This is an optimization exercise on Yosys and OpenROAD, whose aim is small area and a short achievable clock period, not a production implementation.
Where RTL was checked, it was by simulation tests only, not by an equivalence proof against the original.
For run 2, only the layout was checked, not whether the RTL still works.
Power figures rest on the tool's default switching activity, not on a simulated workload.

==> flow/design.v, too long to show whole: its modules and the start of the top module <==
// module rw_field: 15 lines
// module rwa_field: 16 lines
// module rws_field: 18 lines
// module afvip_au: 836 lines
// module afvip: 154 lines
module afvip #(
    parameter TP = 0
)(
    input            clk        ,
    input            rst_n      ,
    output           afvip_intr ,
    input            psel       ,
    input            penable    ,
    input     [15:0] paddr      ,
    input            pwrite     ,
    input     [31:0] pwdata     ,
    output           pready     ,
    output    [31:0] prdata     ,
    output           pslverr
);
  // ...
==> flow/flow/run.sh <==
#!/bin/bash
# Standard layout (the standard.sh: standard synthesis, floorplan, placement, CTS, routing), with
#  - clock tree sink clusters of up to 25 flip-flops and no dummy loads (a smaller clock tree).
set -euo pipefail
export SETUP_SLACK_MARGIN=8.5
export CTS_ARGS="-sink_clustering_enable -repair_clock_nets -dont_use_dummy_load -sink_clustering_size 25 -sink_clustering_max_diameter 80"
bash standard.sh finish > standard.log 2>&1
==> flow/standard.sh <==
#!/bin/bash
# synth_recipe.tcl (not shown) runs the flow's synth.tcl, then flattens the netlist and writes it again
# the make line also repeats each setting of config.mk as NAME=value (left out here)
make -C /OpenROAD-flow-scripts/flow DESIGN_CONFIG=/design/flow/config.mk WORK_HOME=/design/flow/orfs CLKGATE_MAP_FILE= SYNTH_SCRIPT=/design/flow/synth_recipe.tcl "${@:-finish}"
==> flow/config.mk <==
export PLATFORM = sky130hd
export DESIGN_NAME = afvip
export DESIGN_NICKNAME = afvip
export VERILOG_FILES = /design/flow/design.v
export SDC_FILE = /design/flow/constraint.sdc
export NUM_CORES = 8
export LEC_CHECK = 0
export ABC_AREA = 1
export CAP_MARGIN = 20
export CORE_MARGIN = 2
export CORE_UTILIZATION = 55
export PLACE_DENSITY = 0.65
export SLEW_MARGIN = 20
==> flow/constraint.sdc <==
create_clock -name core_clock -period 13.0 [get_ports {clk}]
set_input_delay 2.6000 -clock core_clock [delete_from_list [all_inputs] [get_ports {clk}]]
set_output_delay 2.6000 -clock core_clock [all_outputs]
set_load 0.01 [all_outputs]
==> tab_implementation.tex, run 1 <==
\begin{tabular}{lr}
\hline
Metric & Value \\
\hline
\multicolumn{2}{l}{\textbf{Cells and area}} \\
Largest register by flop count & wreg \\
Final cell utilization of the core & 0.6394 \\
Largest registers & wreg x1024, st x83 \\
Multi-input logic area & 26,960 sq um \\
\multicolumn{2}{l}{\textbf{STA}} \\
Final hold violation count & 0 \\
Setup Viol. Count Final & 0 \\
Final min period & about 4.6 ns \\
Worst hold slack & approximately 0.46 ns \\
Worst setup skew after layout & between 0.1 and 0.15 ns \\
Slew headroom & 0.2086 \\
\multicolumn{2}{l}{\textbf{GRT}} \\
Vias in the first global route & 50,837 \\
GR met3 Demand/Resource & 0.1278 \\
Initial antenna violation count & 12 \\
\multicolumn{2}{l}{\textbf{Clock tree}} \\
Post-CTS clock slew at the launch and capture registers of the worst setup and hold paths & $\sim$0.08 ns \\
CTS Buf Count & 71 \\
Buffer count from post-CTS setup fixing & roughly 120 \\
Max clock buf depth & 3 \\
Root Buffer Master & clkbuf\_16 \\
\multicolumn{2}{l}{\textbf{Placed design}} \\
Placed standard-cell area & 68,740 sq um \\
\multicolumn{2}{l}{\textbf{Setup path}} \\
Crit. End Element & flop \\
Crit Reg-Reg Startpoint & st[19]\$\_DFF\_P\_ \\
\multicolumn{2}{l}{\textbf{Power and ir drop}} \\
Flip-flop and latch power & about 0.0045 W \\
Power Internal & approximately 0.0056 W \\
Power attributed to the clock group & between 0.002 and 0.0025 W \\
\multicolumn{2}{l}{\textbf{Outcome}} \\
Result of the run & timing/DRC/antenna clean \\
\multicolumn{2}{l}{\textbf{Die}} \\
Io pins & 88 \\
Num rows & 126 \\
Total number of tap cells & between 1,500 and 2,000 \\
\multicolumn{2}{l}{\textbf{Logic synthesis}} \\
Top-area cell type share of the netlist area & 0.4965 \\
Share of the yosys chip area belonging to registers & 0.5705 \\
Netlist area before placement & approximately 66,000 sq um \\
Primary flip-flop cell chosen by synthesis mapping & edfxtp\_1 \\
\multicolumn{2}{l}{\textbf{Min path}} \\
WHS Path Cells & 1 \\
Startpoint of the worst hold path & vld[17]\$\_DFF\_PN0\_ \\
\hline
\end{tabular}
==> module afvip, before the edit <==
module afvip #(
    parameter TP = 0
)(
    input            clk        ,
    input            rst_n      ,
    output           afvip_intr ,
    input            psel       ,
    input            penable    ,
    input     [15:0] paddr      ,
    input            pwrite     ,
    input     [31:0] pwdata     ,
    output           pready     ,
    output    [31:0] prdata     ,
    output           pslverr
);
integer i;
wire        a_low    = ~|paddr[15:8];
wire        a_work   = a_low & ~paddr[7] & ~|paddr[1:0];
wire        a_cfg    = a_low & (paddr[7:0] == 8'h80);
wire        a_sts    = a_low & (paddr[7:0] == 8'h84);
wire        a_clr    = a_low & (paddr[7:0] == 8'h88);
wire        a_ctl    = a_low & (paddr[7:0] == 8'h8C);
wire [4:0]  a_idx    = paddr[6:2];
wire        wr_acc   = psel & penable & pwrite;
wire        rd_setup = psel & ~penable & ~pwrite;
wire        we_work  = wr_acc & a_work;
wire        we_cfg   = wr_acc & a_cfg;
wire        we_clr   = wr_acc & a_clr;
wire        we_ctl   = wr_acc & a_ctl;
reg  [2:0]  op;
reg  [4:0]  rs0, rs1, dst;
reg  [7:0]  imm;
reg         mul, y_imm, c_b, c_imm, op_ok;
wire [2:0]  wop = pwdata[2:0];
always @(posedge clk or negedge rst_n)
if (~rst_n) begin
  op <= 3'd0; rs0 <= 5'd0; rs1 <= 5'd0; dst <= 5'd0; imm <= 8'd0;
  mul <= 1'b0; y_imm <= 1'b0; c_b <= 1'b0; c_imm <= 1'b0; op_ok <= 1'b1;
end else if (we_cfg) begin
  op <= wop; rs0 <= pwdata[7:3]; rs1 <= pwdata[12:8]; dst <= pwdata[20:16]; imm <= pwdata[31:24];
  mul   <= (wop == 3'd1) | (wop == 3'd3) | (wop == 3'd4);
  y_imm <= (wop == 3'd1);
  c_b   <= (wop == 3'd2);
  c_imm <= (wop == 3'd4);
  op_ok <= (wop < 3'd5);
end
reg         clr_err, clr_fin, start;
always @(posedge clk or negedge rst_n)
if (~rst_n) begin
  clr_err <= 1'b0; clr_fin <= 1'b0; start <= 1'b0;
end else begin
  clr_err <= we_clr & pwdata[0];
  clr_fin <= we_clr & pwdata[1];
  start   <= we_ctl & pwdata[0];
end
reg         err, fin;
always @(posedge clk or negedge rst_n)
if (~rst_n)                err <= 1'b0; else
if (start & ~op_ok)        err <= 1'b1; else
if (clr_err)               err <= 1'b0;
always @(posedge clk or negedge rst_n)
if (~rst_n)                fin <= 1'b0; else
if (start &  op_ok)        fin <= 1'b1; else
if (clr_fin)               fin <= 1'b0;
assign afvip_intr = err | fin;
reg         pend;     
wire [31:0] res;
reg         wb_v;
reg  [4:0]  wb_idx;
reg  [31:0] wb_dat;
always @(posedge clk or negedge rst_n)
if (~rst_n) begin
  pend <= 1'b0; wb_v <= 1'b0;
end else begin
  pend <= start & op_ok;
  wb_v <= we_work;
end
always @(posedge clk) begin
  wb_idx <= a_idx;
  wb_dat <= pwdata;
end
wire [31:0] wbus  = wb_v ? wb_dat : res;
wire [31:0] d_hot = 32'd1 << dst;
wire [31:0] w_hot = 32'd1 << wb_idx;
reg  [1023:0] wreg;
reg  [31:0]   vld;
wire [31:0]   wsel = ({32{wb_v}} & w_hot) | ({32{pend}} & d_hot);
always @(posedge clk)
  for (i = 0; i < 32; i = i + 1)
    if (wsel[i]) wreg[i*32 +: 32] <= wbus;
always @(posedge clk or negedge rst_n)
if (~rst_n) vld <= 32'd0;
else        vld <= vld | wsel;
reg         a_ok, b_ok;
wire [4:0]  f_idx = a_ok ? rs1 : rs0;
wire [31:0] r_vld = vld & ~({32{wb_v}} & w_hot);           
wire [31:0] f_hot = r_vld & (32'd1 << f_idx);
wire [31:0] r_hot = r_vld & (32'd1 << a_idx) & {32{a_work}};
wire [31:0] rhot  = rd_setup ? r_hot : f_hot;
wire        r_fwd = wb_v & (rd_setup ? (a_work & (a_idx == wb_idx)) : (f_idx == wb_idx));
reg  [31:0] rval;
always @* begin
  rval = {32{r_fwd}} & wb_dat;
  for (i = 0; i < 32; i = i + 1)
    rval = rval | (wreg[i*32 +: 32] & {32{rhot[i]}});
end
reg  [31:0] opa, opb;
wire        fill    = ~rd_setup;
wire        au_a    = pend & (dst == rs0);
wire        au_b    = pend & (dst == rs1);
wire        fill_a  = fill & ~a_ok;
wire        fill_b  = fill & a_ok & ~b_ok;
always @(posedge clk) begin
  if (au_a)                 opa <= res; else
  if (fill_a)               opa <= rval;
  if (au_b & ~y_imm)        opb <= res; else
  if (fill_b)               opb <= y_imm ? {24'd0, imm} : rval;
end
always @(posedge clk or negedge rst_n)
if (~rst_n) begin
  a_ok <= 1'b0; b_ok <= 1'b0;
end else if (we_cfg) begin
  a_ok <= 1'b0; b_ok <= 1'b0;
end else begin
  a_ok <= (a_ok | fill | au_a) & ~(we_work & (a_idx == rs0));
  b_ok <= (b_ok | (fill & a_ok) | au_b) & ~(we_work & (a_idx == rs1) & ~y_imm);
end
wire [127:0] cs;
reg  [127:0] st;
afvip_au afvip_au_i (.a(opa), .y(opb), .c(imm & {8{c_imm}}), .r(cs));
always @(posedge clk)
  st <= mul ? cs : {64'd0, (c_b ? opb : {24'd0, imm}), opa};
wire [31:0] r0 = st[31:0], r1 = st[63:32], r2 = st[95:64], r3 = st[127:96];
wire [31:0] s1 = r0 ^ r1 ^ r2;
wire [31:0] c1 = {(r0[30:0] & r1[30:0]) | (r0[30:0] & r2[30:0]) | (r1[30:0] & r2[30:0]), 1'b0};
wire [31:0] s2 = s1 ^ c1 ^ r3;
wire [31:0] c2 = {(s1[30:0] & c1[30:0]) | (s1[30:0] & r3[30:0]) | (c1[30:0] & r3[30:0]), 1'b0};
assign res = s2 + c2;
wire [31:0] rdata    = rval
                     | ({32{a_cfg }} & {imm, 3'd0, dst, 3'd0, rs1, rs0, op})
                     | ({32{a_sts }} & {30'd0, fin, err})
                     | ({32{a_clr }} & {30'd0, clr_fin, clr_err})
                     | ({32{a_ctl }} & {31'd0, start});
wire        dec_ok   = a_work | a_cfg | a_clr | a_ctl | (a_sts & ~pwrite);
reg  [31:0] prdata_r;
reg         pslverr_r;
always @(posedge clk) begin
  prdata_r  <= rdata;
  pslverr_r <= ~dec_ok;
end
assign prdata  = prdata_r;
assign pslverr = pslverr_r;
assign pready  = 1'b1;
endmodule
==> run 2, diff against run 1 <==
--- a/flow/design.v
+++ b/flow/design.v
@@ -50,6 +50,19 @@
 if (a_en)   q <= a_d      ; else  
 if (b_en)   q <= b_d      ;       
 endmodule
+`timescale 1ns/1ps
+module afvip_rmux (
+  input      [1023:0] d   ,
+  input      [31:0]   sel ,
+  output reg [31:0]   q
+);
+integer i;
+always @* begin
+  q = 32'd0;
+  for (i = 0; i < 32; i = i + 1)
+    q = q | (d[i*32 +: 32] & {32{sel[i]}});
+end
+endmodule
 module afvip_au (
   input  [31:0] a,
   input  [31:0] y,
@@ -911,7 +924,6 @@
 wire        a_ctl    = a_low & (paddr[7:0] == 8'h8C);
 wire [4:0]  a_idx    = paddr[6:2];
 wire        wr_acc   = psel & penable & pwrite;
-wire        rd_setup = psel & ~penable & ~pwrite;
 wire        we_work  = wr_acc & a_work;
 wire        we_cfg   = wr_acc & a_cfg;
 wire        we_clr   = wr_acc & a_clr;
@@ -985,16 +997,13 @@
 wire [31:0] r_vld = vld & ~({32{wb_v}} & w_hot);           
 wire [31:0] f_hot = r_vld & (32'd1 << f_idx);
 wire [31:0] r_hot = r_vld & (32'd1 << a_idx) & {32{a_work}};
-wire [31:0] rhot  = rd_setup ? r_hot : f_hot;
-wire        r_fwd = wb_v & (rd_setup ? (a_work & (a_idx == wb_idx)) : (f_idx == wb_idx));
-reg  [31:0] rval;
-always @* begin
-  rval = {32{r_fwd}} & wb_dat;
-  for (i = 0; i < 32; i = i + 1)
-    rval = rval | (wreg[i*32 +: 32] & {32{rhot[i]}});
-end
+wire [31:0] rhot  = pwrite ? f_hot : r_hot;
+wire        r_fwd = wb_v & (pwrite ? (f_idx == wb_idx) : (a_work & (a_idx == wb_idx)));
+wire [31:0] rmux;
+afvip_rmux afvip_rmux_i (.d(wreg), .sel(rhot), .q(rmux));
+wire [31:0] rval  = rmux | ({32{r_fwd}} & wb_dat);
 reg  [31:0] opa, opb;
-wire        fill    = ~rd_setup;
+wire        fill    = pwrite;
 wire        au_a    = pend & (dst == rs0);
 wire        au_b    = pend & (dst == rs1);
 wire        fill_a  = fill & ~a_ok;
==> flow/flow/run.sh (replaced) <==
#!/bin/bash
# Layout flow: the standard layout (standard.sh) with these changes:
#  - synthesis uses flow/synth.tcl: the standard synthesis script, except that the work register read
#    mux (module afvip_rmux, which holds no registers) is mapped on its own onto a few AND-OR cells;
#    registers, their names and cells are those of the standard synthesis;
#  - repair_timing aims for a setup slack margin of SETUP_SLACK_MARGIN ns against the design's clock;
#  - clock tree sink clusters of up to 25 flip-flops and no dummy loads;
#  - ports are buffered with buf_4 cells.
# Each tool's output goes to a log here (synth.log, standard.log) and to ORFS's logs under orfs/logs.
set -euo pipefail
export SETUP_SLACK_MARGIN=8.5
export CTS_ARGS="-sink_clustering_enable -repair_clock_nets -dont_use_dummy_load -sink_clustering_size 25 -sink_clustering_max_diameter 80"
export BUFFER_PORTS_ARGS="-buffer_cell sky130_fd_sc_hd__buf_4"
make_line=$(grep '^make ' standard.sh)
synth_line=$(printf '%s\n' "$make_line" | sed -e "s|SYNTH_SCRIPT=[^ ]*|SYNTH_SCRIPT=$PWD/flow/synth.tcl|" -e 's|"${@:-finish}"|synth|')
bash -c "$synth_line" > synth.log 2>&1
bash standard.sh finish > standard.log 2>&1
==> flow/flow/synth.tcl (new file) <==
# Synthesis for flow/run.sh: the standard synthesis (synth_recipe.tcl, ORFS synth.tcl), except
# that the work register read mux (module afvip_rmux, no registers) is kept as its own module until
# the end and ABC maps it with an area-only mapping onto a few AND-OR cells; the top module is
# mapped exactly as in the standard flow. The design is flattened and renamed as synth_recipe.tcl does.
proc synth {args} { yosys synth -nofsm -noshare {*}$args }
set ::env(SYNTH_KEEP_MODULES) afvip_rmux
proc abc {args} {
  yosys abc {*}$args afvip
  set lib [lindex $args [expr {[lsearch -exact $args -liberty] + 1}]]
  set fh [open $lib r]; set text [read $fh]; close $fh
  set keep {sky130_fd_sc_hd__a22oi_1 sky130_fd_sc_hd__nand4_1 sky130_fd_sc_hd__nand2_1
            sky130_fd_sc_hd__nor2_1 sky130_fd_sc_hd__inv_1}
  set rargs {}
  set skip 0
  foreach a $args {
    if {$skip} { set skip 0; continue }
    if {$a eq "-script" || $a eq "-constr"} { set skip 1; continue }
    lappend rargs $a
  }
  foreach {- c} [regexp -all -inline {cell\s*\(\s*"?([A-Za-z0-9_]+)"?\s*\)} $text] {
    if {[lsearch -exact $keep $c] < 0} { lappend rargs -dont_use $c }
  }
  set scr $::env(OBJECTS_DIR)/abc_rmux.script
  set fh [open $scr w]; puts $fh "strash\ndch\nmap -a"; close $fh
  yosys abc -script $scr {*}$rargs afvip_rmux
}
source $::env(SCRIPTS_DIR)/synth.tcl
# left out here: clear keep_hierarchy, flatten, clean up, hide names made inside functions, write 1_2_yosys.v
==> run 2 against run 1 <==
Against the previous run:
- still clean
- worst setup slack got worse by 0.23 ns
- final area is 9.0% lower
- core utilization down 1.4 points
==> tab_implementation.tex, run 2 <==
\begin{tabular}{lr}
\hline
Metric & Value \\
\hline
\multicolumn{2}{l}{\textbf{Power and ir drop}} \\
Leak & 25.70 nW (was 30.29 nW) \\
Flop pwr share & 0.666 (was 0.631) \\
Maximum vdd drop & 0.1048 mV (was 0.1077 mV) \\
Combinational share of power & 0.011 (was 0.043) \\
Ratio of total power to cell area & 98.10 nW/um\^{}2 (was 94.79 nW/um\^{}2) \\
Switching power share of the total & 0.1971 (was 0.2211) \\
Power Internal & 0.005427 W (was 0.005590 W) \\
Clock power frac & 0.323 (was 0.325) \\
Psw & 0.001332 W (was 0.001586 W) \\
\multicolumn{2}{l}{\textbf{Run}} \\
Number of max-cap violations & 0 (unchanged) \\
\multicolumn{2}{l}{\textbf{Logic synthesis}} \\
Simple-gate area share of the yosys netlist & 0.08371 (was 0.2096) \\
Most area-consuming cells after synthesis & edfxtp\_1, fa\_1, a22oi\_1, dfxtp\_1, xor2\_1 (was edfxtp\_1, nand2\_1, nand3\_1, fa\_1, dfxtp\_1) \\
Top-area cell type share of the netlist area & 0.5368 (was 0.4965) \\
Area fraction in compound gates after synthesis & 0.1314 (was 0.04942) \\
Count of yosys warnings during synthesis & 2 (was 1) \\
Main combinational cell family by area after synthesis & compound AO/OA/AOI/OAI gates (was simple AND/OR/NAND/NOR gates) \\
Netlist area before placement & 60,870 sq um (was 65,800 sq um) \\
Number of register bits inferred by synthesis & 1,313 (unchanged) \\
Share of the yosys chip area belonging to registers & 0.6167 (was 0.5705) \\
Multiplexer share of the synthesized area & 0.0001645 (was 0) \\
Most frequent cells after synthesis & edfxtp\_1, nand2\_1, a22oi\_1 (was nand2\_1, edfxtp\_1, nand3\_1) \\
Synthesized instance count & 4,937 (was 6,462) \\
Top cell type by total area after synthesis & edfxtp\_1 (unchanged) \\
Synthesized area divided by synthesized cell count & 12.33 sq um (was 10.18 sq um) \\
Unique cell type count in the Yosys netlist & 58 (was 57) \\
Post-synthesis adder-cell area fraction & 0.08264 (was 0.07701) \\
Dominant cell by count in the synthesized netlist & edfxtp\_1 (was nand2\_1) \\
Fraction of registers with async set or reset after synthesis & 0.05484 (unchanged) \\
Number of synthesized flops with an enable pin & 1,088 (unchanged) \\
Primary flip-flop cell chosen by synthesis mapping & edfxtp\_1 (unchanged) \\
Mapped Nets & 5,275 (was 6,800) \\
Post-Synth XOR/XNOR Area & 0.04374 (was 0.03913) \\
\multicolumn{2}{l}{\textbf{Placed design}} \\
Number of buffers inserted by port buffering & 86 (unchanged) \\
Placer's final routability congestion estimate & 1.011 (was 1.014) \\
Detailed Place HPWL & 129,300 microns (was 177,500 microns) \\
Post-placement cell count & 6,455 (was 7,993) \\
Placed standard-cell area & 64,510 sq um (was 68,740 sq um) \\
\multicolumn{2}{l}{\textbf{GRT}} \\
Vias in the first global route & 41,625 (was 50,837) \\
GR met3 Demand/Resource & 0.08702 (was 0.1278) \\
Global route overflow & 0 (unchanged) \\
Most utilized layer in the global route result & met2 (unchanged) \\
Pin count of the biggest net entering global routing & 83 (was 75) \\
Initial antenna violation count & 17 (was 12) \\
Overall Global Routing Usage & 0.3631 (was 0.4558) \\
Wire length of the first global-routing pass & 292,800 microns (was 387,500 microns) \\
GR met2 Demand/Resource & 0.5396 (was 0.6965) \\
GR met1 Demand/Resource & 0.5112 (was 0.5487) \\
\multicolumn{2}{l}{\textbf{STA}} \\
Setup Viol. Count Final & 0 (unchanged) \\
Number of max-slew violations in the final report & 0 (unchanged) \\
Final min period & 4.836 ns (was 4.603 ns) \\
Period utilisation layout & 0.3720 (was 0.3541) \\
Max Fclk & 0.2068 GHz (was 0.2172 GHz) \\
Summed negative setup slack over all endpoints & 0 ns (unchanged) \\
Worst setup skew after layout & 0.1316 ns (was 0.1409 ns) \\
Slew of the pin with the lowest slew margin & 1.199 ns (was 1.186 ns) \\
Slew headroom & 0.1976 (was 0.2086) \\
Final hold violation count & 0 (unchanged) \\
Unrepaired setup endpoints after global routing & true (unchanged) \\
\multicolumn{2}{l}{\textbf{Drt}} \\
Drt via density & 6.657 (was 6.555) \\
Routed vias & 44,153 (was 54,299) \\
Drt total wl & 212,900 microns (was 283,500 microns) \\
Detail-routed net length per standard cell & 32.10 microns (was 34.23 microns) \\
DRC errors left & 0 (unchanged) \\
Initial DRC count & 7,334 (was 9,018) \\
Number of detailed-route iterations in the first pass & 8 (was 7) \\
Antenna Nets Post-Route & 0 (unchanged) \\
\multicolumn{2}{l}{\textbf{Cells and area}} \\
Highest-count cells in the layout ignoring fill and taps & edfxtp\_1, nand2\_1, a22oi\_1 (was nand2\_1, edfxtp\_1, nand3\_1) \\
Final cell area excluding filler cells & 68,900 sq um (was 75,700 sq um) \\
Count of fill cells added during filler insertion & 8,541 (was 9,476) \\
Number of flip-flops under the largest register name & 1,024 (unchanged) \\
Largest registers & wreg x1024, st x83 (unchanged) \\
NumNets Final & 5,477 (was 7,017) \\
Most common library cell in the layout ignoring fill and taps & edfxtp\_1 (was nand2\_1) \\
Post-route non-filler standard cell count & 6,633 (was 8,283) \\
Area Growth Syn to Fin & 13.20\% (was 15.05\%) \\
Largest register by flop count & wreg (unchanged) \\
Share of layout cells above drive strength 1 & 0.1400 (was 0.1474) \\
\multicolumn{2}{l}{\textbf{Die}} \\
Num rows & 122 (was 126) \\
Io pins & 88 (unchanged) \\
Area of the core region & 110,200 sq um (was 118,400 sq um) \\
Total die area & 113,300 sq um (was 122,400 sq um) \\
X dimension of the die & 336.7 microns (was 349.9 microns) \\
Initial core utilization & 0.5523 (was 0.5558) \\
Die extent in y & 336.7 microns (was 349.9 microns) \\
\multicolumn{2}{l}{\textbf{Setup path}} \\
Crit Reg-Reg Startpoint & opb[15]\$\_DFFE\_PP\_ (was st[19]\$\_DFF\_P\_) \\
Crit. End Element & flop (unchanged) \\
Kind of cell adding the most delay to the critical path & simple AND/OR/NAND/NOR gates (unchanged) \\
Worst-case register-to-register setup slack & 8.56 ns (was 8.52 ns) \\
Highest fanout seen on the critical path & 12 (was 7) \\
Kind of start point of the critical path & input pin (unchanged) \\
Length in cells of the worst reg-to-reg path & 13 (was 11) \\
Terminus of the critical flop-to-flop path & st[50]\$\_DFF\_P\_ (was wreg[508]\$\_DFFE\_PP\_) \\
Data required time at the worst endpoint & 13.48 ns (was 13.54 ns) \\
Buf+Inv Stages, Crit Path & 6 (was 7) \\
Cell with the biggest individual delay on the critical path & nand4\_1 (was nor2\_4) \\
Critical path, cell by cell & buf\_4 > nor2\_2 > nand4\_1 > inv\_2 > nand3\_4 > nor2\_4 > inv\_6 > o21ai\_4 > nand3\_2 > a21oi\_4 > buf\_12 > buf\_12 > a22oi\_1 > nand4\_1 > nor2\_1 > nand2\_1 > inv\_1 > o21ai\_2 > nand2\_1 > o21ai\_0 (was buf\_8 > nor2\_4 > nand3\_4 > buf\_6 > nor2\_4 > buf\_6 > buf\_6 > nand4\_1 > nand2\_8 > buf\_16 > buf\_12 > buf\_6 > nand3\_2 > nand2\_1 > nor2\_1 > nand2\_1 > nor2\_2 > nand3\_2 > nand2\_1 > nand2\_1) \\
Critical path data arrival time & 5.32 ns (was 5.14 ns) \\
Delay of the slowest cell on the worst path & 0.28 ns (was 0.24 ns) \\
Worst setup path class & input pin to flop (unchanged) \\
\multicolumn{2}{l}{\textbf{Clock tree}} \\
CTS Buf Count & 66 (was 71) \\
Number of clock sinks seen by CTS & 1,313 (unchanged) \\
Max H-tree Level & 3 (unchanged) \\
Root Buffer Master & clkbuf\_16 (unchanged) \\
Post-CTS clock slew at the launch and capture registers of the worst setup and hold paths & 0.09 ns (was 0.08 ns) \\
Max clock buf depth & 3 (unchanged) \\
Insertion delay of the later-clocked pin in the worst-skew pair & 0.70 ns (was 0.76 ns) \\
TritonCTS clock tree & built (unchanged) \\
Hold Buf Count CTS & 0 (unchanged) \\
\multicolumn{2}{l}{\textbf{Outcome}} \\
Result of the run & timing/DRC/antenna clean (unchanged) \\
\multicolumn{2}{l}{\textbf{Min path}} \\
Hold EP & err\$\_DFFE\_PN0P\_ (was vld[17]\$\_DFF\_PN0\_) \\
Startpoint of the worst hold path & clr\_err\$\_DFF\_PN0\_ (was vld[17]\$\_DFF\_PN0\_) \\
Classification of the worst-slack hold path & flop to flop (unchanged) \\
WHS Path Cells & 1 (unchanged) \\
\hline
\end{tabular}
## run 2: changes by cell type in the layout (fill, tap and decap cells not counted), moves of 32 or more
cell and change:
nand3_1 -776, o21ai_4 +32, inv_1 -53, nor2_4 -36, nor2_2 -68, nand2_2 -70, nor2_1 -298, nand2_4 -33
nand3_2 -46, nand2_1 -741, o21ai_1 +67, nand4_1 +66, clkdlybuf4s50_1 -65, a22oi_1 +504
## run 2: modules after synthesis (local to each module, per instance)
module / cell area [sq um] / flip-flops and latches / cells / times used
afvip: 55860 / 1313 / 4201 / 1
afvip_rmux: 5005 / 0 / 736 / 1
## run 2: cell families after synthesis
family | count (synthesis)
DFF | 1313
adders and majority gates | 285
xor gates and xnor gates | 304
and+or+nand+nor | 1166
AOI/OAI and AO/OA | 1208
other | 1
muxes | 1
buffers and inverters | 659
## run 2: what timing repair did
action / 4_1_cts / 5_1_grt
resized for setup: 244 / 67
cloned: 18 / 20
setup endpoints to repair: 226 / 206
pin swaps: 44 / 34
setup buffers: 37 / 28
## run 2: per-stage QoR
step                  util  hold WS [ns]  power, W  setup WS [ns]
global placement    0.5852        0.4447  0.004664          6.640
finish              0.6251        0.4722  0.006759          8.164
global route        0.6251        0.4918  0.006900          8.109
CTS                 0.6155        0.4702  0.006764          8.333
detailed placement  0.5854        0.4545  0.004665          6.625
floorplan                -        0.4340  0.004622          8.125
## run 2: worst max-delay path by stage
stage / start / endpoint / slack, ns / depth (start not counted)
global placement: pwrite / opa[11]$_DFFE_PP_ / 6.64 / 14
CTS: paddr[15] / opb[12]$_DFFE_PP_ / 8.33 / 19
detailed placement: pwrite / opa[19]$_DFFE_PP_ / 6.63 / 13
finish: paddr[9] / opa[11]$_DFFE_PP_ / 8.16 / 20
floorplan: paddr[11] / opb[0]$_DFFE_PP_ / 8.13 / 18
global route: paddr[15] / opa[15]$_DFFE_PP_ / 8.11 / 19
## run 2: worst reg2reg max path: cells and delay by family (launching register included)
family | cells | cell delay (ns)
buffers and inverters | 3 | 0.60
flip-flops | 1 | 0.63
XOR/XNOR | 1 | 0.21
adder cells (fa/ha/maj) | 4 | 1.90
AO/OA/AOI/OAI | 2 | 0.37
AND/OR/NAND/NOR | 3 | 0.47
## run 2: layout make-up
cell class,count,area [sq um],share of cell area
Antenna cell,8,20.02,0.0002906
Clock buffer,66,1652,0.02397
Inverter,481,1884,0.02735
Multi-Input combinational cell,2968,22310,0.3238
Sequential cell,1313,37540,0.5449
Tap cell,1488,1862,0.02702
Timing Repair Buffer,307,3616,0.05248
Timing Repair inverter,2,15.01,0.0002179
## run 2: power by group through the flow
stage                     Sequential, W  Combinational (W)  Clock, W
after global placement          0.00460          0.0000673         0
after detailed placement        0.00460          0.0000677         0
after global routing            0.00450          0.0000773   0.00232
after CTS                       0.00450          0.0000712   0.00219
final                           0.00450          0.0000749   0.00218
after floorplan                 0.00459          0.0000282         0
## run 2: metal layers
metal,up-vias,part of all wire,wire length [microns]
met1,21967,0.37,79340
met3,545,0.13,28200
met2,3249,0.44,93670
li1,18384,-,-
met4,8,0.055,11630
met5,-,0.00025,53
==> run 3, diff against run 2 <==
--- a/flow/design.v
+++ b/flow/design.v
@@ -996,9 +996,9 @@
 wire [4:0]  f_idx = a_ok ? rs1 : rs0;
 wire [31:0] r_vld = vld & ~({32{wb_v}} & w_hot);           
 wire [31:0] f_hot = r_vld & (32'd1 << f_idx);
-wire [31:0] r_hot = r_vld & (32'd1 << a_idx) & {32{a_work}};
+wire [31:0] r_hot = r_vld & (32'd1 << a_idx);
 wire [31:0] rhot  = pwrite ? f_hot : r_hot;
-wire        r_fwd = wb_v & (pwrite ? (f_idx == wb_idx) : (a_work & (a_idx == wb_idx)));
+wire        r_fwd = wb_v & (pwrite ? (f_idx == wb_idx) : (a_idx == wb_idx));
 wire [31:0] rmux;
 afvip_rmux afvip_rmux_i (.d(wreg), .sel(rhot), .q(rmux));
 wire [31:0] rval  = rmux | ({32{r_fwd}} & wb_dat);
@@ -1034,7 +1034,7 @@
 wire [31:0] s2 = s1 ^ c1 ^ r3;
 wire [31:0] c2 = {(s1[30:0] & c1[30:0]) | (s1[30:0] & r3[30:0]) | (c1[30:0] & r3[30:0]), 1'b0};
 assign res = s2 + c2;
-wire [31:0] rdata    = rval
+wire [31:0] rdata    = ({32{a_work}} & rval)
                      | ({32{a_cfg }} & {imm, 3'd0, dst, 3'd0, rs1, rs0, op})
                      | ({32{a_sts }} & {30'd0, fin, err})
                      | ({32{a_clr }} & {30'd0, clr_fin, clr_err})
==> run 3 against run 2 <==
Against the previous run:
- the layout now fails its checks (antenna violations)
- sequential share of layout area decreased by 0.22 points
- final area increased by 0.41%
- worst setup slack improved by 0.077 ns
- core utilization increased by 0.95 points
- synthesized cell count decreased by 0.49%
- fmax increased by 1.6%
- via count decreased by 0.86%
- highest routed layer unchanged
==> tab_implementation.tex, run 3 <==
\begin{tabular}{lr}
\hline
Metric & Value \\
\hline
\multicolumn{2}{l}{\textbf{Die}} \\
Die extent in y & 335.6 microns (was 336.7 microns) \\
Io pins & 88 (unchanged) \\
Num rows & 121 (was 122) \\
Total die area & 112,600 sq um (was 113,300 sq um) \\
Initial core utilization & 0.5548 (was 0.5523) \\
X dimension of the die & 335.6 microns (was 336.7 microns) \\
Area of the core region & 109,000 sq um (was 110,200 sq um) \\
\multicolumn{2}{l}{\textbf{Drt}} \\
Routed vias & 43,773 (was 44,153) \\
Number of detailed-route iterations in the first pass & 8 (unchanged) \\
Highest routed layer & met5 (unchanged) \\
Length of routed met3 wiring & 29,420 microns (was 28,200 microns) \\
Antenna Nets Post-Route & 1 (was 0) \\
Detail-routed net length per standard cell & 31.43 microns (was 32.10 microns) \\
Initial DRC count & 7,113 (was 7,334) \\
Drt via density & 6.632 (was 6.657) \\
Met1 routed wirelength after detailed routing & 81,020 microns (was 79,340 microns) \\
Met2 wire length & 88,190 microns (was 93,670 microns) \\
DRC errors left & 0 (unchanged) \\
Drt total wl & 207,400 microns (was 212,900 microns) \\
\multicolumn{2}{l}{\textbf{STA}} \\
Final hold violation count & 0 (unchanged) \\
Setup Viol. Count Final & 0 (unchanged) \\
Summed negative setup slack over all endpoints & 0 ns (unchanged) \\
Period utilisation layout & 0.3660 (was 0.3720) \\
Worst setup skew after layout & 0.08028 ns (was 0.1316 ns) \\
Max Fclk & 0.2102 GHz (was 0.2068 GHz) \\
Number of max-slew violations in the final report & 0 (unchanged) \\
Worst hold slack & 0.4577 ns (was 0.4722 ns) \\
Slew headroom & 0.2506 (was 0.1976) \\
Unrepaired setup endpoints after global routing & true (unchanged) \\
Post-route worst setup slack & 8.242 ns (was 8.164 ns) \\
Final min period & 4.759 ns (was 4.836 ns) \\
Slew of the pin with the lowest slew margin & 1.123 ns (was 1.199 ns) \\
\multicolumn{2}{l}{\textbf{Power and ir drop}} \\
Maximum vdd drop & 0.1421 mV (was 0.1048 mV) \\
Ratio of total power to cell area & 98.33 nW/um\^{}2 (was 98.10 nW/um\^{}2) \\
Leak & 25.88 nW (was 25.70 nW) \\
\multicolumn{2}{l}{\textbf{Run}} \\
Number of max-cap violations & 0 (unchanged) \\
\multicolumn{2}{l}{\textbf{Clock tree}} \\
Number of clock sinks seen by CTS & 1,313 (unchanged) \\
Max clock buf depth & 3 (unchanged) \\
Max H-tree Level & 3 (unchanged) \\
Post-CTS clock slew at the launch and capture registers of the worst setup and hold paths & 0.08 ns (was 0.09 ns) \\
CTS Buf Count & 68 (was 66) \\
Root Buffer Master & clkbuf\_16 (unchanged) \\
Insertion delay of the later-clocked pin in the worst-skew pair & 0.68 ns (was 0.70 ns) \\
TritonCTS clock tree & built (unchanged) \\
\multicolumn{2}{l}{\textbf{Min path}} \\
Classification of the worst-slack hold path & flop to flop (unchanged) \\
Startpoint of the worst hold path & clr\_err\$\_DFF\_PN0\_ (unchanged) \\
Hold EP & err\$\_DFFE\_PN0P\_ (unchanged) \\
WHS Path Cells & 1 (unchanged) \\
\multicolumn{2}{l}{\textbf{Placed design}} \\
Placed standard-cell area & 63,900 sq um (was 64,510 sq um) \\
Place WS & 6.681 ns (was 6.625 ns) \\
Detailed Place HPWL & 128,100 microns (was 129,300 microns) \\
Number of buffers inserted by port buffering & 86 (unchanged) \\
Placer's final routability congestion estimate & 0.9445 (was 1.011) \\
\multicolumn{2}{l}{\textbf{Cells and area}} \\
Final cell utilization of the core & 0.6346 (was 0.6251) \\
Share of layout cells above drive strength 1 & 0.1579 (was 0.1400) \\
Largest register by flop count & wreg (unchanged) \\
NumNets Final & 5,520 (was 5,477) \\
Highest-count cells in the layout ignoring fill and taps & edfxtp\_1, nand2\_1, a22oi\_1 (unchanged) \\
Number of flip-flops under the largest register name & 1,024 (unchanged) \\
Area Growth Syn to Fin & 14.38\% (was 13.20\%) \\
Final cell area excluding filler cells & 69,180 sq um (was 68,900 sq um) \\
Most common library cell in the layout ignoring fill and taps & edfxtp\_1 (unchanged) \\
Largest registers & wreg x1024, st x83 (unchanged) \\
\multicolumn{2}{l}{\textbf{Logic synthesis}} \\
Netlist area before placement & 60,480 sq um (was 60,870 sq um) \\
Most frequent cells after synthesis & edfxtp\_1, nand2\_1, a22oi\_1 (unchanged) \\
Share of the yosys chip area belonging to registers & 0.6207 (was 0.6167) \\
Unique cell type count in the Yosys netlist & 56 (was 58) \\
Primary flip-flop cell chosen by synthesis mapping & edfxtp\_1 (unchanged) \\
Top-area cell type share of the netlist area & 0.5402 (was 0.5368) \\
Number of synthesized flops with an enable pin & 1,088 (unchanged) \\
Number of register bits inferred by synthesis & 1,313 (unchanged) \\
Fraction of registers with async set or reset after synthesis & 0.05484 (unchanged) \\
Count of yosys warnings during synthesis & 2 (unchanged) \\
Top cell type by total area after synthesis & edfxtp\_1 (unchanged) \\
Synthesized area divided by synthesized cell count & 12.31 sq um (was 12.33 sq um) \\
Most area-consuming cells after synthesis & edfxtp\_1, fa\_1, a22oi\_1, dfxtp\_1, nand2\_1 (was edfxtp\_1, fa\_1, a22oi\_1, dfxtp\_1, xor2\_1) \\
Synthesized instance count & 4,913 (was 4,937) \\
Mapped Nets & 5,251 (was 5,275) \\
Dominant cell by count in the synthesized netlist & edfxtp\_1 (unchanged) \\
\multicolumn{2}{l}{\textbf{Outcome}} \\
Layout violations & antenna violations \\
Result of the run & failed layout checks (was timing/DRC/antenna clean) \\
\multicolumn{2}{l}{\textbf{GRT}} \\
Vias in the first global route & 41,311 (was 41,625) \\
Global route overflow & 0 (unchanged) \\
Overall Global Routing Usage & 0.3635 (was 0.3631) \\
Wire length of the first global-routing pass & 293,800 microns (was 292,800 microns) \\
Pin count of the biggest net entering global routing & 77 (was 83) \\
Initial antenna violation count & 8 (was 17) \\
\multicolumn{2}{l}{\textbf{Setup path}} \\
Length in cells of the worst reg-to-reg path & 17 (was 13) \\
Worst-case register-to-register setup slack & 8.59 ns (was 8.56 ns) \\
Critical path data arrival time & 5.15 ns (was 5.32 ns) \\
Worst setup path class & input pin to flop (unchanged) \\
Highest fanout seen on the critical path & 9 (was 12) \\
Crit. End Element & flop (unchanged) \\
Launching element of the worst setup path & pwrite (was paddr[9]) \\
Crit Reg-Reg Startpoint & opb[1]\$\_DFFE\_PP\_ (was opb[15]\$\_DFFE\_PP\_) \\
Terminus of the critical flop-to-flop path & st[45]\$\_DFF\_P\_ (was st[50]\$\_DFF\_P\_) \\
Data required time at the worst endpoint & 13.39 ns (was 13.48 ns) \\
Kind of start point of the critical path & input pin (unchanged) \\
\hline
\end{tabular}
-- run 3: logic make-up (layout without fill, tap and decap cells) --
logic type	after synthesis	count (layout)	share of synthesized area
buffers and inverters	669	921	0.04254
adders and majority gates	285	285	0.08317
xor gates and xnor gates	306	306	0.04431
DFF	1313	1313	0.6207
and+or+nand+nor	1243	1257	0.08838
muxes	1	1	0.0001655
other	1	7	0.00006201
AOI/OAI and AO/OA	1095	1096	0.1207
-- run 3: worst max-delay path, cell delays in order --
cell      delay, ns
buf_12         0.11
inv_8          0.04
nor2_4         0.14
inv_4          0.06
buf_4          0.14
o221ai_4       0.25
inv_6          0.14
nand2_4        0.13
nor4_4         0.04
buf_6          0.16
buf_12         0.17
a22oi_2        0.16
nand4_1        0.33
nor2_1         0.22
nand2_2        0.17
inv_2          0.09
nand2_2        0.06
nand2_1        0.06
o21ai_1        0.07
-- run 3: how the worst max path moves through the flow --
stage	slack, ns	endpoint	cells past startpoint
after floorplan	7.71	opa[24]$_DFFE_PP_	17
final	8.24	opa[1]$_DFFE_PP_	19
after detailed placement	6.68	opb[4]$_DFFE_PP_	16
after global placement	6.74	opb[4]$_DFFE_PP_	16
after CTS	8.32	opb[4]$_DFFE_PP_	19
after global routing	8.19	opa[1]$_DFFE_PP_	19
-- run 3: final cells by class --
| type | count | area, sq um |
|---|---|---|
| Fill cell | 8207 | 39830 |
| Sequential cell | 1313 | 37540 |
| Tap cell | 1414 | 1769 |
| Clock buffer | 68 | 1702 |
| Timing Repair Buffer | 351 | 3836 |
| Multi-Input combinational cell | 2946 | 22330 |
| Antenna cell | 6 | 15.01 |
| Inverter | 500 | 1971 |
| Timing Repair inverter | 2 | 15.01 |
-- run 3: Yosys stat by module, one instance, submodules excluded --
module,flops+latches,times used,area [sq um],cells inside
afvip_rmux,0,1,5005,736
afvip,1313,1,55470,4177
-- run 3: where the power goes --
group	internal, W	switching [W]	total (W)
Clock	0.000938	0.00128	0.00222
Sequential	0.00449	0.00000680	0.00450
Combinational	0.0000279	0.0000545	0.0000824
Total	0.00546	0.00134	0.00680
-- run 3: layer usage --
layer	global-route usage	vias to the layer above
li1	-	18297
met1	0.5303	21800
met2	0.5237	3158
met3	0.1026	508
met4	0.1261	10
met5	0	-
-- run 3: timing repair --
action | 4_1_cts | 5_1_grt
pin swaps | 117 | 60
resized for setup | 296 | 106
buffers inserted | 107 | 30
gates cloned | 22 | 8
hold buffers | 0 | 0
setup endpoints to repair | 223 | 236
-- run 3: per-stage QoR --
stage                     power, W  instances
after floorplan           0.004616       4913
after global placement    0.004656       6355
after detailed placement  0.004656       6357
after CTS                 0.006816       6554
after global routing      0.006952       6594
final                     0.006802       6600
==> run 4, diff against run 3 <==
--- a/flow/design.v
+++ b/flow/design.v
@@ -51,6 +51,16 @@
 if (b_en)   q <= b_d      ;       
 endmodule
 `timescale 1ns/1ps
+module afvip_rsel (
+  input  [4:0]  idx   ,
+  input         fill  ,
+  input  [31:0] f_hot ,
+  input  [31:0] vld   ,
+  output [31:0] hot
+);
+assign hot = fill ? f_hot : (vld & (32'd1 << idx));
+endmodule
+`timescale 1ns/1ps
 module afvip_rmux (
   input      [1023:0] d   ,
   input      [31:0]   sel ,
@@ -996,8 +1006,8 @@
 wire [4:0]  f_idx = a_ok ? rs1 : rs0;
 wire [31:0] r_vld = vld & ~({32{wb_v}} & w_hot);           
 wire [31:0] f_hot = r_vld & (32'd1 << f_idx);
-wire [31:0] r_hot = r_vld & (32'd1 << a_idx);
-wire [31:0] rhot  = pwrite ? f_hot : r_hot;
+wire [31:0] rhot;
+afvip_rsel afvip_rsel_i (.idx(a_idx), .fill(pwrite), .f_hot(f_hot), .vld(r_vld), .hot(rhot));
 wire        r_fwd = wb_v & (pwrite ? (f_idx == wb_idx) : (a_idx == wb_idx));
 wire [31:0] rmux;
 afvip_rmux afvip_rmux_i (.d(wreg), .sel(rhot), .q(rmux));
--- a/flow/flow/run.sh
+++ b/flow/flow/run.sh
@@ -1,8 +1,9 @@
 #!/bin/bash
 # Layout flow: the standard layout (standard.sh) with these changes:
 #  - synthesis uses flow/synth.tcl: the standard synthesis script, except that the work register read
-#    mux (module afvip_rmux, which holds no registers) is mapped on its own onto a few AND-OR cells;
-#    registers, their names and cells are those of the standard synthesis;
+#    mux and its select lines (modules afvip_rmux and afvip_rsel, which hold no registers) are mapped
+#    on their own (see flow/synth.tcl); registers, their names and cells are those of the standard
+#    synthesis;
 #  - repair_timing aims for a setup slack margin of SETUP_SLACK_MARGIN ns against the design's clock;
 #  - clock tree sink clusters of up to 25 flip-flops and no dummy loads;
 #  - ports are buffered with buf_4 cells.
--- a/flow/flow/synth.tcl
+++ b/flow/flow/synth.tcl
@@ -1,11 +1,13 @@
 # Synthesis for flow/run.sh: the standard synthesis (synth_recipe.tcl, ORFS synth.tcl), except
-# that the work register read mux (module afvip_rmux, no registers) is kept as its own module until
-# the end and ABC maps it with an area-only mapping onto a few AND-OR cells; the top module is
-# mapped exactly as in the standard flow. The design is flattened and renamed as synth_recipe.tcl does.
+# that the work register read mux (module afvip_rmux) and its select lines (module afvip_rsel) are
+# kept as modules of their own until the end: ABC maps afvip_rsel as it maps the top module, and
+# afvip_rmux with an area-only mapping onto a few AND-OR cells. Neither module holds registers.
+# The design is flattened and renamed as synth_recipe.tcl does.
 proc synth {args} { yosys synth -nofsm -noshare {*}$args }
-set ::env(SYNTH_KEEP_MODULES) afvip_rmux
+set ::env(SYNTH_KEEP_MODULES) {afvip_rmux afvip_rsel}
 proc abc {args} {
   yosys abc {*}$args afvip
+  yosys abc {*}$args afvip_rsel
   set lib [lindex $args [expr {[lsearch -exact $args -liberty] + 1}]]
   set fh [open $lib r]; set text [read $fh]; close $fh
   set keep {sky130_fd_sc_hd__a22oi_1 sky130_fd_sc_hd__nand4_1 sky130_fd_sc_hd__nand2_1
==> run 4 against run 3 <==
Against the previous run:
- now clean on timing, DRC and antenna
- critical path depth decreased by 6
- first-iteration DRC count decreased by 11%
- core utilization decreased by 2.5 points
- fmax increased by 5.3%
- global-route usage decreased by 1.3 points
- final cell count increased by 2.1%
- synthesized cell count increased by 4.1%
- sequential share of layout area increased by 1.4 points
- critical endpoint is now st[60]$_DFF_P_
- worst setup slack improved by 0.24 ns
==> tab_implementation.tex, run 4 <==
\begin{tabular}{lr}
\hline
Metric & Value \\
\hline
\multicolumn{2}{l}{\textbf{Outcome}} \\
Result of the run & timing/DRC/antenna clean (was failed layout checks) \\
\multicolumn{2}{l}{\textbf{Die}} \\
Io pins & 88 (unchanged) \\
Die extent in y & 338.2 microns (was 335.6 microns) \\
Num rows & 122 (was 121) \\
X dimension of the die & 338.2 microns (was 335.6 microns) \\
Initial core utilization & 0.5552 (was 0.5548) \\
Area of the core region & 110,700 sq um (was 109,000 sq um) \\
Total die area & 114,400 sq um (was 112,600 sq um) \\
\multicolumn{2}{l}{\textbf{Logic synthesis}} \\
Most area-consuming cells after synthesis & edfxtp\_1, fa\_1, a22oi\_1, dfxtp\_1, nand2\_1 (unchanged) \\
Simple-gate area share of the yosys netlist & 0.09979 (was 0.08838) \\
Post-Synth XOR/XNOR Area & 0.04334 (was 0.04431) \\
Share of the yosys chip area belonging to registers & 0.6110 (was 0.6207) \\
Netlist area before placement & 61,440 sq um (was 60,480 sq um) \\
Synthesized area divided by synthesized cell count & 12.01 sq um (was 12.31 sq um) \\
Area fraction in compound gates after synthesis & 0.1201 (was 0.1207) \\
Mapped Nets & 5,454 (was 5,251) \\
Most frequent cells after synthesis & edfxtp\_1, nand2\_1, a22oi\_1 (unchanged) \\
Dominant cell by count in the synthesized netlist & edfxtp\_1 (unchanged) \\
Post-synthesis adder-cell area fraction & 0.08187 (was 0.08317) \\
Number of register bits inferred by synthesis & 1,313 (unchanged) \\
Fraction of registers with async set or reset after synthesis & 0.05484 (unchanged) \\
Top-area cell type share of the netlist area & 0.5318 (was 0.5402) \\
Main combinational cell family by area after synthesis & compound AO/OA/AOI/OAI gates (unchanged) \\
Synthesized instance count & 5,116 (was 4,913) \\
Multiplexer share of the synthesized area & 0.0001629 (was 0.0001655) \\
Number of synthesized flops with an enable pin & 1,088 (unchanged) \\
Top cell type by total area after synthesis & edfxtp\_1 (unchanged) \\
Unique cell type count in the Yosys netlist & 53 (was 56) \\
Count of yosys warnings during synthesis & 2 (unchanged) \\
Primary flip-flop cell chosen by synthesis mapping & edfxtp\_1 (unchanged) \\
\multicolumn{2}{l}{\textbf{Cells and area}} \\
Highest-count cells in the layout ignoring fill and taps & edfxtp\_1, nand2\_1, a22oi\_1 (unchanged) \\
NumNets Final & 5,585 (was 5,520) \\
Count of fill cells added during filler insertion & 8,766 (was 8,207) \\
Multi-input logic area & 22,380 sq um (was 22,330 sq um) \\
Share of layout cells above drive strength 1 & 0.1030 (was 0.1579) \\
Flip-flop and latch area & 37,540 sq um (unchanged) \\
Largest registers & wreg x1024, st x83 (unchanged) \\
Number of flip-flops under the largest register name & 1,024 (unchanged) \\
Largest register by flop count & wreg (unchanged) \\
Most common library cell in the layout ignoring fill and taps & edfxtp\_1 (unchanged) \\
Area Growth Syn to Fin & 9.739\% (was 14.38\%) \\
\multicolumn{2}{l}{\textbf{Power and ir drop}} \\
Maximum vdd drop & 0.1235 mV (was 0.1421 mV) \\
Ratio of total power to cell area & 100.4 nW/um\^{}2 (was 98.33 nW/um\^{}2) \\
Leak & 25.28 nW (was 25.88 nW) \\
\multicolumn{2}{l}{\textbf{STA}} \\
Slew of the pin with the lowest slew margin & 1.145 ns (was 1.123 ns) \\
Slew headroom & 0.2338 (was 0.2506) \\
Unrepaired setup endpoints after global routing & true (unchanged) \\
Setup Viol. Count Final & 0 (unchanged) \\
Number of max-slew violations in the final report & 0 (unchanged) \\
Summed negative setup slack over all endpoints & 0 ns (unchanged) \\
Max Fclk & 0.2213 GHz (was 0.2102 GHz) \\
Worst hold slack & 0.4725 ns (was 0.4577 ns) \\
Worst setup skew after layout & 0.08485 ns (was 0.08028 ns) \\
Period utilisation layout & 0.3475 (was 0.3660) \\
Final hold violation count & 0 (unchanged) \\
Final min period & 4.518 ns (was 4.759 ns) \\
\multicolumn{2}{l}{\textbf{Placed design}} \\
Placer's final routability congestion estimate & 0.9877 (was 0.9445) \\
Detailed Place HPWL & 129,100 microns (was 128,100 microns) \\
Number of buffers inserted by port buffering & 86 (unchanged) \\
\multicolumn{2}{l}{\textbf{Clock tree}} \\
Number of clock sinks seen by CTS & 1,313 (unchanged) \\
Insertion delay of the later-clocked pin in the worst-skew pair & 0.68 ns (about the same) \\
Post-CTS clock slew at the launch and capture registers of the worst setup and hold paths & 0.10 ns (was 0.08 ns) \\
Root Buffer Master & clkbuf\_16 (unchanged) \\
TritonCTS clock tree & built (unchanged) \\
Max H-tree Level & 3 (unchanged) \\
Hold Buf Count CTS & 0 (unchanged) \\
CTS Buf Count & 68 (unchanged) \\
Max clock buf depth & 3 (unchanged) \\
\multicolumn{2}{l}{\textbf{Setup path}} \\
Worst-case register-to-register setup slack & 8.48 ns (was 8.59 ns) \\
Highest fanout seen on the critical path & 14 (was 9) \\
Kind of start point of the critical path & flop (was input pin) \\
Critical path data arrival time & 4.98 ns (was 5.15 ns) \\
Worst setup path class & flop to flop (was input pin to flop) \\
Data required time at the worst endpoint & 13.47 ns (was 13.39 ns) \\
Crit. End Element & flop (unchanged) \\
\multicolumn{2}{l}{\textbf{Drt}} \\
DRC errors left & 0 (unchanged) \\
Detail-routed net length per standard cell & 30.19 microns (was 31.43 microns) \\
Initial DRC count & 6,366 (was 7,113) \\
Met1 routed wirelength after detailed routing & 79,070 microns (was 81,020 microns) \\
Number of detailed-route iterations in the first pass & 6 (was 8) \\
Drt total wl & 203,400 microns (was 207,400 microns) \\
Routed vias & 43,823 (was 43,773) \\
Antenna Nets Post-Route & 0 (was 1) \\
Met2 wire length & 89,560 microns (was 88,190 microns) \\
Length of routed met3 wiring & 24,580 microns (was 29,420 microns) \\
Highest routed layer & met5 (unchanged) \\
Drt via density & 6.506 (was 6.632) \\
\multicolumn{2}{l}{\textbf{GRT}} \\
Vias in the first global route & 42,288 (was 41,311) \\
Wire length of the first global-routing pass & 292,400 microns (was 293,800 microns) \\
Overall Global Routing Usage & 0.3505 (was 0.3635) \\
Initial antenna violation count & 9 (was 8) \\
Global route overflow & 0 (unchanged) \\
Pin count of the biggest net entering global routing & 73 (was 77) \\
\multicolumn{2}{l}{\textbf{Min path}} \\
Classification of the worst-slack hold path & flop to flop (unchanged) \\
\multicolumn{2}{l}{\textbf{Run}} \\
Number of max-cap violations & 0 (unchanged) \\
\hline
\end{tabular}
run 4: metrics by stage:
stage | total power, W | worst slack (ns) | std cells | cell area (sq um) | util
2_1_floorplan | 0.004612 | 8.500 | 5116 | 61520 | -
3_3_place_gp | 0.004651 | 7.047 | 6632 | 64830 | 0.5858
3_5_place_dp | 0.004651 | 7.045 | 6633 | 64850 | 0.5860
4_1_cts | 0.006792 | 8.498 | 6721 | 66960 | 0.6050
5_1_grt | 0.006931 | 8.466 | 6734 | 67420 | 0.6092
6_report | 0.006768 | 8.482 | 6736 | 67420 | 0.6092
run 4: timing repair:
item                                    in CTS  in global routing
gates cloned                                 3                  3
pin swaps                                   11                 10
endpoints found under the setup margin     193                170
buffers inserted                            17                  8
resized for setup                           79                 84
run 4: layout make-up:
type                       count  share of cell area
tap                         1488             0.02761
clock buffer                  68             0.02524
timing repair buffer         232             0.02880
inverter                     512             0.02945
timing repair inverter         1           0.0001113
antenna                        3           0.0001113
sequential                  1313              0.5568
multi-input combinational   3119              0.3319
run 4: path summary, 6_finish.rpt:
kind / startpoint / end / depth (start not counted)
setup / recovery: opb[15]$_DFFE_PP_ / st[60]$_DFF_P_ / 13
min in group asynchronous: rst_n / c_imm$_DFFE_PN0P_ / 1
hold / removal: vld[27]$_DFF_PN0_ / vld[27]$_DFF_PN0_ / 1
max in group asynchronous: rst_n / vld[6]$_DFF_PN0_ / 1
setup reg to reg: opb[15]$_DFFE_PP_ / st[60]$_DFF_P_ / 13
hold reg to reg: vld[27]$_DFF_PN0_ / vld[27]$_DFF_PN0_ / 1
run 4: routing by layer:
layer  global-route usage  up-vias
met5                    0        -
met2               0.5279     2833
met3              0.07575      487
li1                     -    18675
met1               0.4941    21824
met4               0.1518        4
run 4: logic make-up (layout without fill, tap and decap cells):
logic type / after synthesis / in the layout
AOI/OAI and AO/OA: 1108 / 1108
xor gates and xnor gates: 304 / 304
adders and majority gates: 285 / 285
buffers and inverters: 689 / 813
DFF: 1313 / 1313
muxes: 1 / 1
other: 1 / 4
and+or+nand+nor: 1415 / 1420
run 4: Yosys stat by module (local to each module, per instance):
module      flops+latches  cells inside  cell area (sq um)  copies in the design
afvip_rsel              0           164              695.7                     1
afvip_rmux              0           736               5005                     1
afvip                1313          4216              55740                     1
run 4: worst max-delay path, stage by stage, from the launching register on:
cell and delay, ns:
edfxtp_1 0.56, buf_4 0.29, nand2_1 0.11, and2_1 0.26, clkinvlp_4 0.37, o22ai_1 0.26, xor2_1 0.20, fa_1 0.50
fa_1 0.52, inv_1 0.05, fa_1 0.54, fa_1 0.46, nand2_1 0.07, o21ai_0 0.11
run 4: power breakdown:
group / internal [W] / switching [W] / leakage, nW
clock: 0.000938 / 0.00127 / 0.838
sequential: 0.00449 / 0.00000550 / 12.2
combinational: 0.0000177 / 0.0000440 / 12.2
total: 0.00545 / 0.00132 / 25.3

## static timing again, ports no longer ideal
The results above use ideal ports. As a check the final layouts listed here were re-extracted and re-timed, cells and wires unchanged.
Step 1: set_driving_cell puts a clkbuf_16 on clk and a buf_2 on each other input, an assumption about the parent block.
Step 2 also shifts input and output timing later by t, the mid clock arrival at the registers, as if the neighbouring blocks saw the same clock.
Slacks: ideal / step 1 / step 2; pairs: ideal / step 1.
run | t (ns) | setup WS [ns] | clock arrival spread, ns | worst data-port slew with drivers (ns)
run 1 | 0.771 | 8.397 / 8.304 / 7.533 | 0.141 / 0.141 | 0.29
run 2 | 0.715 | 8.164 / 8.076 / 7.361 | 0.132 / 0.131 | 0.16
run 3 | 0.718 | 8.241 / 8.258 / 7.540 | 0.081 / 0.080 | 0.14
run 4 | 0.723 | 8.482 / 8.448 / 7.725 | 0.092 / 0.092 | 0.15
For run 1, which loses most, drivers alone change the setup slack by -0.093 ns; drivers and shift together by -0.864 ns.
